What follows belongs to an exercise in optimizing a design on an open flow for small area; a production flow would make more cautious choices. In this exercise RTL edits were held to simulation tests only and were not proved equivalent to the original. Power and IR drop assume default switching activity.

==> maple <==
// FirFilterSym_top
module FirFilterSym_top (
    input  logic        clk,
    input  logic        rst,
    input  logic        valid_in,
    output logic        valid_out,
    input  logic [15:0] din,
    output logic [25:0] dout
);
clock: 5.0 ns
lec_check: 0
abc_area: 1
cap_margin: 20
core_margin: 2
core_utilization: 60
cts_buf_list: sky130_fd_sc_hd__clkbuf_16
cts_cluster_diameter: 100
cts_cluster_size: 30
slew_margin: 20
standard.sh (not shown) runs the stock make flow with config.mk's settings and CLKGATE_MAP_FILE= SYNTH_SCRIPT=/design/flow/synth_recipe.tcl, a recipe that flattens the netlist after the stock synthesis.
==> flow/flow/run.sh <==
#!/bin/bash
# Own layout flow: the standard flow, with two changes to synthesis only.
#  1. Yosys's early "abc -fast" is skipped (SYNTH_ARGS=-noabc), so extract_fa sees the
#     RTL's full-adder equations as written and maps them without extra inverters.
#  2. flow/post.py rewrites the delay-line next-state logic of the synthesized netlist
#     (one a22o/a221o per register instead of o22ai + inverter); registers are untouched.
# Then the standard flow runs from the netlist on (floorplan ... finish).
set -euo pipefail
W=$(pwd)
RES=$W/orfs/results/${FLOW_PLATFORM}/FirFilterSym_top/base
bash standard.sh SYNTH_ARGS=-noabc synth > $W/synth.log 2>&1
cp $RES/1_2_yosys.v $W/synth_orig.v
python3 $W/flow/post.py $W/synth_orig.v $W/synth_post.v > $W/post.log 2>&1
cp $W/synth_post.v $RES/1_2_yosys.v
rm -f $RES/1_synth.odb $RES/1_synth.sdc
bash standard.sh SYNTH_ARGS=-noabc finish > $W/layout.log 2>&1
Other scripts of this flow, unchanged in this note and not shown: flow/flow/post.py
==> raven: changes against maple <==
--- a/flow/config.mk
+++ b/flow/config.mk
@@ -10,5 +10,5 @@
 export CORE_MARGIN = 2
-export CORE_UTILIZATION = 60
+export CORE_UTILIZATION = 40
 export CTS_BUF_LIST = sky130_fd_sc_hd__clkbuf_16
-export CTS_CLUSTER_DIAMETER = 100
+export CTS_CLUSTER_DIAMETER = 60
 export CTS_CLUSTER_SIZE = 30
==> run notes <==
quantity                                                         maple      raven
Outcome                                       timing/DRC/antenna clean  timing/DRC/antenna clean
Die outline area                                             62000 um2  92400 um2
Part of the power in the clock network                           0.227      0.314
Final-layout worst hold slack                                 0.371 ns   0.361 ns
Via count of the first global-routing pass                       21400      21800
Fraction of power consumed by sequential logic                   0.448      0.400
Signal buffers                                                      93         80
Setup slack after layout                                      0.335 ns   0.323 ns
Total non-filler cell area in the finished layout            38900 um2  40300 um2
CP max stage delay                                             0.53 ns    0.67 ns
Fill count                                                        4233       7786
Data arrival time of the critical path                         5.17 ns    5.19 ns
Starting density of the core                                     0.609      0.402
Overall die height                                              249 um     304 um
Sequential fraction of total cell area                           0.365      0.352
Relative contribution of combinational cells to total power      0.326      0.286
Tightest Pin Transition                                       0.840 ns   0.807 ns
Multi-input logic portion of the cell area                       0.553      0.534
Area added between synthesis and finish                          7.93%      11.9%

* * *

==> 09-27 <==
Starting RTL as in the previous note.
## FirFilterSym_top
module FirFilterSym_top (
    input  logic        clk,
    input  logic        rst,
    input  logic        valid_in,
    output logic        valid_out,
    input  logic [15:0] din,
    output logic [25:0] dout
);
wire sh = valid_in & ~rst;
wire hd = ~valid_in & ~rst;
logic [15:0] x1;
logic [15:0] x2;
logic [15:0] x3;
logic [15:0] x4;
logic [15:0] x5;
logic [15:0] x6;
logic [15:0] x7;
logic [15:0] x8;
logic [15:0] x9;
logic [15:0] x10;
logic [15:0] x11;
logic [15:0] x12;
logic [15:0] x13;
logic [15:0] x14;
logic [15:0] x15;
logic [15:0] x16;
logic [15:0] x17;
logic [15:0] x18;
logic [15:0] x19;
logic [15:0] x20;
logic [15:0] x21;
logic [15:0] x22;
logic [15:0] x23;
logic [15:0] x24;
logic [15:0] x25;
logic [15:0] x26;
logic [15:0] x27;
logic [15:0] x28;
logic [15:0] x29;
logic [15:0] x30;
logic [15:0] x31;
logic [15:0] x32;
logic [15:0] x33;
logic [15:0] x34;
logic [15:0] x35;
logic [15:0] x36;
always_ff @(posedge clk) begin
    x1 <= ({16{sh}} & {~din[15], din[14:0]}) | ({16{hd}} & x1) | {rst, 15'd0};
    x2 <= ({16{sh}} & x1) | ({16{hd}} & x2) | {rst, 15'd0};
    x3 <= ({16{sh}} & x2) | ({16{hd}} & x3) | {rst, 15'd0};
    x4 <= ({16{sh}} & x3) | ({16{hd}} & x4) | {rst, 15'd0};
    x5 <= ({16{sh}} & x4) | ({16{hd}} & x5) | {rst, 15'd0};
    x6 <= ({16{sh}} & x5) | ({16{hd}} & x6) | {rst, 15'd0};
    x7 <= ({16{sh}} & x6) | ({16{hd}} & x7) | {rst, 15'd0};
    x8 <= ({16{sh}} & x7) | ({16{hd}} & x8) | {rst, 15'd0};
    x9 <= ({16{sh}} & x8) | ({16{hd}} & x9) | {rst, 15'd0};
    x10 <= ({16{sh}} & x9) | ({16{hd}} & x10) | {rst, 15'd0};
  ...
export LEC_CHECK = 0
export ABC_AREA = 1
export CAP_MARGIN = 20
export CORE_MARGIN = 2
export CORE_UTILIZATION = 40
export CTS_BUF_LIST = sky130_fd_sc_hd__clkbuf_16
export CTS_CLUSTER_DIAMETER = 100
export CTS_CLUSTER_SIZE = 30
export SLEW_MARGIN = 20
create_clock -name core_clock -period 5.0 [get_ports {clk}]
==> flow/flow/post.py <==
#!/usr/bin/env python3
"""Rewrite the delay-line next-state logic of the synthesized netlist.

Each delay-line register x<k>[i] loads x<k-1>[i] (din for k=1) on an accepted
sample, holds otherwise, and clears on reset (bit 15 is stored inverted, so it
sets).  ABC maps this as o22ai plus inverters; here every such D input gets one
a22o (a221o for bit 15) fed by two shared select nets, and the old cones that
become unused are removed.  Everything else is left as it was.

usage: post.py IN.v OUT.v
"""
import re
import sys
from collections import defaultdict

OUTPINS = {'X', 'Y', 'Q', 'Q_N', 'SUM', 'COUT', 'HI', 'LO'}
P = 'sky130_fd_sc_hd__'


def esc(n):
    return n + ' ' if n.startswith('\\') else n


def main(src, dst):
    text = open(src).read()
    text = re.sub(r'\(\*.*?\*\)', '', text, flags=re.S)
    text = re.sub(r'/\*.*?\*/', '', text, flags=re.S)
    text = re.sub(r'//[^\n]*', '', text)
    m = re.search(r'\bmodule\b', text)
    body = text[m.start():]
    end = body.rfind('endmodule')
    body = body[:end]
    stmts = [s.strip() for s in body.split(';')]
    header = stmts[0]
    decls, assigns, cells = [], [], []
    for s in stmts[1:]:
        if not s:
            continue
        w = s.split(None, 1)[0]
        if w in ('input', 'output', 'wire', 'inout'):
            decls.append(s)
        elif w == 'assign':
            assigns.append(s)
        else:
            mm = re.match(r'^(\S+)\s+(\\\S+\s|\S+)\s*\((.*)\)$', s, re.S)
            if not mm:
                raise SystemExit('cannot parse: %r' % s[:200])
            typ, name, pbody = mm.group(1), mm.group(2).strip(), mm.group(3)
            pins = {}
            for pm in re.finditer(r'\.(\w+)\s*\(\s*(\\\S+\s|[^()\s]+)\s*\)', pbody):
                pins[pm.group(1)] = pm.group(2).strip()
            cells.append([typ, name, pins])

    # nets read by assigns or driving ports count as loads
    assign_refs = set()
    for a in assigns:
        for tok in re.findall(r'\\\S+|[A-Za-z_][\w$]*(?:\s*\[\d+\])?', a[len('assign'):]):
            assign_refs.add(re.sub(r'\s+', '', tok))
    ports = set()
    for d in decls:
        w = d.split(None, 1)[0]
        if w in ('input', 'output'):
            mm = re.match(r'(input|output)\s*(\[(\d+):(\d+)\])?\s*(.*)$', d, re.S)
            for nm in mm.group(5).split(','):
                nm = nm.strip()
                if mm.group(2):
                    hi, lo = int(mm.group(3)), int(mm.group(4))
                    for b in range(min(hi, lo), max(hi, lo) + 1):
                        ports.add('%s[%d]' % (nm, b))
                else:
                    ports.add(nm)

    qnet = {}
    ff = {}
    for c in cells:
        mm = re.match(r'^\\x(\d+)\[(\d+)\]\$_DFF_P_$', c[1])
        if mm and c[0].startswith(P + 'dfxtp'):
            k, i = int(mm.group(1)), int(mm.group(2))
            qnet[(k, i)] = c[2]['Q']
            ff[(k, i)] = c
    nk = max(k for k, i in ff) if ff else 0
    assert len(ff) == nk * 16, (len(ff), nk)

    new = []
    newwires = ['dl_sh', 'dl_hd', 'dl_din15n']
    new.append([P + 'nor2b_1', 'dl_shg', {'A': 'rst', 'B_N': 'valid_in', 'Y': 'dl_sh'}])
    new.append([P + 'nor2_1', 'dl_hdg', {'A': 'valid_in', 'B': 'rst', 'Y': 'dl_hd'}])
    new.append([P + 'inv_1', 'dl_dinv', {'A': 'din[15]', 'Y': 'dl_din15n'}])
    for (k, i), c in sorted(ff.items()):
        if k == 1:
            prev = 'dl_din15n' if i == 15 else 'din[%d]' % i
        else:
            prev = qnet[(k - 1, i)]
        dn = 'dl_d_%d_%d' % (k, i)
        newwires.append(dn)
        if i == 15:
            new.append([P + 'a221o_1', 'dl_g_%d_%d' % (k, i),
                        {'A1': prev, 'A2': 'dl_sh', 'B1': qnet[(k, i)], 'B2': 'dl_hd', 'C1': 'rst', 'X': dn}])
        else:
            new.append([P + 'a22o_1', 'dl_g_%d_%d' % (k, i),
                        {'A1': prev, 'A2': 'dl_sh', 'B1': qnet[(k, i)], 'B2': 'dl_hd', 'X': dn}])
        c[2]['D'] = dn
    cells += new

    # remove cells that drive nothing, repeatedly (never registers)
    removed = 0
    while True:
        loads = defaultdict(int)
        for typ, name, pins in cells:
            for p, n in pins.items():
                if p not in OUTPINS:
                    loads[n] += 1
        keep = []
        for c in cells:
            outs = [n for p, n in c[2].items() if p in OUTPINS]
            isreg = re.search(r'__(df|edf|sdf|dl)', c[0]) is not None
            if not isreg and outs and all(loads[n] == 0 and n not in ports and n not in assign_refs
                                          for n in outs):
                removed += 1
                continue
            keep.append(c)
        if len(keep) == len(cells):
            break
        cells = keep

    with open(dst, 'w') as f:
        f.write(header + ' ;\n')
        for d in decls:
            f.write('  ' + d + ' ;\n')
        for w in newwires:
            f.write('  wire %s;\n' % w)
        for a in assigns:
            f.write('  ' + a + ' ;\n')
        for typ, name, pins in cells:
            f.write('  %s %s (%s);\n' % (typ, esc(name),
                    ', '.join('.%s(%s)' % (p, esc(n)) for p, n in pins.items())))
        f.write('endmodule\n')
    print('delay-line registers rewired: %d; cells removed: %d; cells now: %d'
          % (len(ff), removed, len(cells)))


if __name__ == '__main__':
    main(sys.argv[1], sys.argv[2])
Scripts as last shown in full above: flow/flow/run.sh
==> 03-26: changes against 09-27 <==
--- a/flow/config.mk
+++ b/flow/config.mk
@@ -11,5 +11,3 @@
 export CORE_UTILIZATION = 40
-export CTS_BUF_LIST = sky130_fd_sc_hd__clkbuf_16
-export CTS_CLUSTER_DIAMETER = 100
-export CTS_CLUSTER_SIZE = 30
+export CTS_BUF_LIST = sky130_fd_sc_hd__clkbuf_4
 export SLEW_MARGIN = 20
==> 07-24: changes against 09-27 <==
--- a/flow/flow/post.py
+++ b/flow/flow/post.py
@@ -21,2 +21,97 @@
     return n + ' ' if n.startswith('\\') else n
+
+
+def push_bubbles(cells, ports, assign_refs, newwires):
+    """A full adder is self-dual: FA(~a,~b,~c) = (~s,~co).  Flip an adder's polarity
+    wherever that removes more inverters around it than it adds."""
+    def isinv(c):
+        return c[0].startswith(P + 'inv_')
+    cnt = [0]
+
+    def newnet():
+        cnt[0] += 1
+        n = 'bp_n%d' % cnt[0]
+        newwires.append(n)
+        return n
+    flips = 0
+    while True:
+        drv = {}
+        loads = defaultdict(list)
+        for idx, c in enumerate(cells):
+            for p, n in c[2].items():
+                if p in OUTPINS:
+                    drv[n] = idx
+                else:
+                    loads[n].append(idx)
+        best = None
+        for idx, c in enumerate(cells):
+            if not c[0].startswith(P + 'fa_'):
+                continue
+            delta = 0
+            ok = True
+            for p in ('A', 'B', 'CIN'):
+                n = c[2][p]
+                d = drv.get(n)
+                if d is not None and isinv(cells[d]):
+                    if len(loads[n]) == 1:
+                        delta -= 1
+                else:
+                    delta += 1
+            for p in ('SUM', 'COUT'):
+                o = c[2][p]
+                invs = [l for l in loads[o] if isinv(cells[l])]
+                others = [l for l in loads[o] if not isinv(cells[l])]
+                ext = o in ports or o in assign_refs
+                for l in invs[1:]:
+                    q = cells[l][2]['Y']
+                    if q in ports or q in assign_refs:
+                        ok = False
+                delta -= len(invs)
+                if others or ext:
+                    delta += 1
+            if ok and delta < 0 and (best is None or delta < best[0]):
+                best = (delta, idx)
+        if best is None:
+            break
+        idx = best[1]
+        c = cells[idx]
+        dead = set()
+        added = []
+        for p in ('A', 'B', 'CIN'):
+            n = c[2][p]
+            d = drv.get(n)
+            if d is not None and isinv(cells[d]):
+                c[2][p] = cells[d][2]['A']
+                if len(loads[n]) == 1:
+                    dead.add(d)
+            else:
+                m = newnet()
+                added.append([P + 'inv_1', 'bp_i' + m[4:], {'A': n, 'Y': m}])
+                c[2][p] = m
+        rename = {}
+        for p in ('SUM', 'COUT'):
+            o = c[2][p]
+            invs = [l for l in loads[o] if isinv(cells[l])]
+            others = [l for l in loads[o] if not isinv(cells[l])]
+            ext = o in ports or o in assign_refs
+            if invs:
+                q0 = cells[invs[0]][2]['Y']
+                c[2][p] = q0
+                for l in invs:
+                    dead.add(l)
+                    if l != invs[0]:
+                        rename[cells[l][2]['Y']] = q0
+            else:
+                q0 = newnet()
+                c[2][p] = q0
+            if others or ext:
+                added.append([P + 'inv_1', 'bp_i%d_%s' % (flips, p), {'A': q0, 'Y': o}])
+        cells[:] = [x for i, x in enumerate(cells) if i not in dead] + added
+        if rename:
+            for x in cells:
+                for p, n in list(x[2].items()):
+                    if p not in OUTPINS and n in rename:
+                        x[2][p] = rename[n]
+        flips += 1
+    return flips
 
@@ -103,2 +198,3 @@
     cells += new
+    nflip = push_bubbles(cells, ports, assign_refs, newwires)
 
@@ -137,4 +233,4 @@
         f.write('endmodule\n')
-    print('delay-line registers rewired: %d; cells removed: %d; cells now: %d'
-          % (len(ff), removed, len(cells)))
+    print('delay-line registers rewired: %d; adders flipped: %d; cells removed: %d; cells now: %d'
+          % (len(ff), nflip, removed, len(cells)))
 
==> run notes <==
- 09-27 produced a clean layout. 03-26 passed the timing, DRC and antenna checks. 07-24 completed with no timing, DRC or antenna violations.
- Between 09-27 and 07-24, the lower synthesized area is in 07-24 (gap about 0.34%, measured against 07-24).
- The highest final cell count belongs to 03-26, the lowest to 07-24.
- First-iteration DRC count: 09-27 > 07-24 > 03-26.
- The lowest routed wire length belongs to 09-27, the highest to 03-26.
- Of 09-27 and 03-26, 03-26 has the higher count of clock-buffer cells in the layout (gap 232).
- Between 07-24 and 09-27, the lower core utilization is in 07-24 (gap 0.071 points).
- Between 09-27 and 07-24, the lower register-to-register slack is in 07-24 (gap 0.02 ns).
- In sequential cell count, 09-27 and 03-26 do not differ.
==> figures <==
item	03-26	09-27	07-24
Share of final-layout standard cells stronger than drive strength 1	11.6%	3.14%	3.38%
Reported clock group power	4.80 mW	3.26 mW	3.04 mW
Buffers excl. clock	70	70	80
Total Die Area	0.0927 mm²	0.0927 mm²	0.0924 mm²
Power Dens Cells	381 mW/mm²	353 mW/mm²	348 mW/mm²
Fmax achieved	214 MHz	215 MHz	214 MHz
Clock network fraction of total power	31.1%	23.5%	22.2%
Met2 layer usage reported by global route	33.8%	33.1%	33.8%
Pin count of the biggest net entering global routing	140	140	131
Via count	20,455	19,310	19,345
Synthesized area	0.0361 mm²	0.0361 mm²	0.0360 mm²
Signal buf overhead	1.76%	1.81%	2.07%
Number of H-tree levels	4	1	1
Startpoint of the lowest-slack register-to-register path	x4[8]$_DFF_P_	x17[8]$_DFF_P_	x12[8]$_DFF_P_
Result of the run	complete, no violations	complete, no violations	complete, no violations
Post-route cell area	0.0405 mm²	0.0393 mm²	0.0392 mm²
Timing startpoint of the critical path	x4[8]$_DFF_P_	x17[8]$_DFF_P_	x12[8]$_DFF_P_

[static timing again, ports no longer ideal]
The flow's constraints put no driver on any port. The routed layouts listed below were extracted and timed again, unchanged, in two steps. Step 1 assumes that a clkbuf_16 drives the clock port and a buf_2 every other input. Step 2 adds t to the input delays and takes it off the output delays; t is the mean of the earliest and latest rising clock arrival at the registers after step 1. Input paths then give back, and output paths get back, about the clock's delay inside the block. Three values: no drivers, after step 1, after step 2; two values: the first two.
run	t, ns	setup slack, ns	worst setup path after step 2
maple	0.702	0.335 / 0.335 / 0.035	input to register
raven	0.699	0.323 / 0.323 / -0.033	input to register
09-27	0.703	0.354 / 0.354 / 0.058	input to register
03-26	1.084	0.338 / 0.338 / 0.057	input to register
07-24	0.705	0.333 / 0.333 / -0.003	input to register
With both steps, setup timing fails in raven and 07-24, where it was met with ideal ports. The setup slack of raven, which loses most, moves by 0.000 ns with the drivers and by -0.356 ns with both steps.
